What follows belongs to an exercise in optimizing a design on an open flow for small area; a production flow would make more cautious choices.
In this exercise RTL edits were held to simulation tests only and were not proved equivalent to the original.
Power and IR drop assume default switching activity.

==> flow/design.v (excerpt) <==
module core (
    input wire          clk,
    input wire          a_rst,
    input wire          i_mem_rdy,
    input wire[15:0]    i_mem_data,
    output wire[15:0]   i_mem_adr
);
Settings: LEC_CHECK=0, CAP_MARGIN=5, CORE_MARGIN=2, CORE_UTILIZATION=40, GPL_TIMING_DRIVEN=0, PLACE_DENSITY=0.6, SLEW_MARGIN=5; clock period 8.0 ns.
standard.sh (not shown) runs the stock make flow with config.mk's settings and CLKGATE_MAP_FILE= SYNTH_SCRIPT=/design/flow/synth_recipe.tcl, a recipe that flattens the netlist after the stock synthesis.
==> flow/flow/run.sh <==
#!/bin/bash
# Standard synthesis, then an area-oriented re-mapping of its combinational logic (flip-flops
# untouched), then the standard layout from floorplan to finish.
set -euo pipefail
# Clock tree: no dummy loads, larger sink clusters of clkbuf_16. Port buffers: buf_1.
export CTS_ARGS="-sink_clustering_enable -repair_clock_nets -dont_use_dummy_load -buf_list sky130_fd_sc_hd__clkbuf_16 -sink_clustering_size 25 -sink_clustering_max_diameter 80"
export BUFFER_PORTS_ARGS="-buffer_cell sky130_fd_sc_hd__buf_1"
R=orfs/results/$FLOW_PLATFORM/core/base
bash standard.sh synth > synth.log 2>&1
cp $R/1_2_yosys.v $R/1_2_yosys_std.v
REMAP_LIB=$FLOW_HOME/platforms/$FLOW_PLATFORM/lib/sky130_fd_sc_hd__tt_025C_1v80.lib \
REMAP_SEQ=flow/seqcells.txt REMAP_IN=$R/1_2_yosys_std.v REMAP_OUT=$R/1_2_yosys.v REMAP_STAT=remap \
REMAP_ABC=flow/area.abc REMAP_DONT_USE="*probe* *lpflow*" \
  yosys -c flow/remap.tcl > remap.log 2>&1
touch $R/1_2_yosys.v
bash standard.sh > layout.log 2>&1
==> flow/flow/area.abc <==
strash
&get -n
&st
&dch
&nf -R 1000
&put
strash
&get -n
&st
&dch
&nf -R 1000
&put
==> flow/flow/remap.tcl <==
# Re-maps the combinational logic of the standard synthesis's netlist for area.
# The flip-flops stay as they are: same instances, names and cell types.
yosys -import
set lib $::env(REMAP_LIB)
set seq [split [string trim [read [open $::env(REMAP_SEQ)]]] "\n"]
read_liberty -ignore_miss_func -ignore_miss_dir $lib
read_verilog $::env(REMAP_IN)
hierarchy -top $::env(FLOW_TOP)
foreach c $seq { catch { blackbox $c } }
flatten
opt_clean -purge
tee -o $::env(REMAP_STAT).before.stat stat
set dont {}
foreach c $::env(REMAP_DONT_USE) { lappend dont -dont_use $c }
abc -liberty $lib {*}$dont -script $::env(REMAP_ABC)
opt_clean -purge
hilomap -singleton -hicell sky130_fd_sc_hd__conb_1 HI -locell sky130_fd_sc_hd__conb_1 LO
splitnets
opt_clean -purge
tee -o $::env(REMAP_STAT).after.stat stat -liberty $lib
write_verilog -noattr -noexpr -nohex -nodec $::env(REMAP_OUT)
Other scripts of this flow, unchanged in this note and not shown: flow/flow/seqcells.txt
Then changed:
==> flow/flow/area.abc (replaced) <==
strash
&get -n
&st
&dch
&nf -R 1000
&put
strash
&get -n
&st
&dch -f
&nf -R 1000
&put
strash
&get -n
&st
&dch
&nf -R 1000
&put
strash
&get -n
&st
&dch -f
&nf -R 1000
&put
strash
&get -n
&st
&dch
&nf -R 1000
&put
strash
&get -n
&st
&dch -f
&nf -R 1000
&put

Result: Wire length drops by a few percent. Design area drops by a few percent. Clock power drops by a few percent. Utilization drops by 0.67 points.
Then changed:
--- a/flow/flow/run.sh
+++ b/flow/flow/run.sh
@@ -15,2 +15,6 @@
 touch $R/1_2_yosys.v
-bash standard.sh > layout.log 2>&1
+# Layout with the platform's don't-use list plus the larger buffers, so that repairs use small ones.
+DONT_USE="sky130_fd_sc_hd__probe_p_8 sky130_fd_sc_hd__probec_p_8 sky130_fd_sc_hd__lpflow_*"
+DONT_USE="$DONT_USE sky130_fd_sc_hd__buf_6 sky130_fd_sc_hd__buf_8 sky130_fd_sc_hd__buf_12 sky130_fd_sc_hd__buf_16"
+DONT_USE="$DONT_USE sky130_fd_sc_hd__bufbuf_* sky130_fd_sc_hd__bufinv_*"
+bash standard.sh "DONT_USE_CELLS=$DONT_USE" finish > layout.log 2>&1
Design area shrinks slightly.
Total power shrinks slightly.
Combinational power is about the same.
Die area stays the same.
Synthesized area is unchanged.

==> port drivers added, routing unchanged <==
The flow's constraints put no driver on any port. The routed layouts listed below were extracted and timed again, unchanged, in two steps.
Step 1 assumes that a clkbuf_16 drives the clock port and a buf_2 every other input.
Step 2 moves the port delays by t, midway between the first and last clock arrival at a register: inputs arrive t later, outputs are due t later. That takes back most of the time a late clock gives input paths.
Slacks: no drivers / after step 1 / after step 2; pairs: no drivers / after step 1.
run	t (ns)	setup slack, ns	slew at the worst register clock pin (ns)	worst slew at a driven data input, ns
the first run	0.581	1.160 / 1.160 / 1.160	0.10 / 0.10	0.04
the second run	0.570	0.883 / 0.883 / 0.883	0.10 / 0.10	0.04
the third run	0.575	0.855 / 0.855 / 0.855	0.11 / 0.11	0.04
After both steps setup and hold are still met in every run listed.
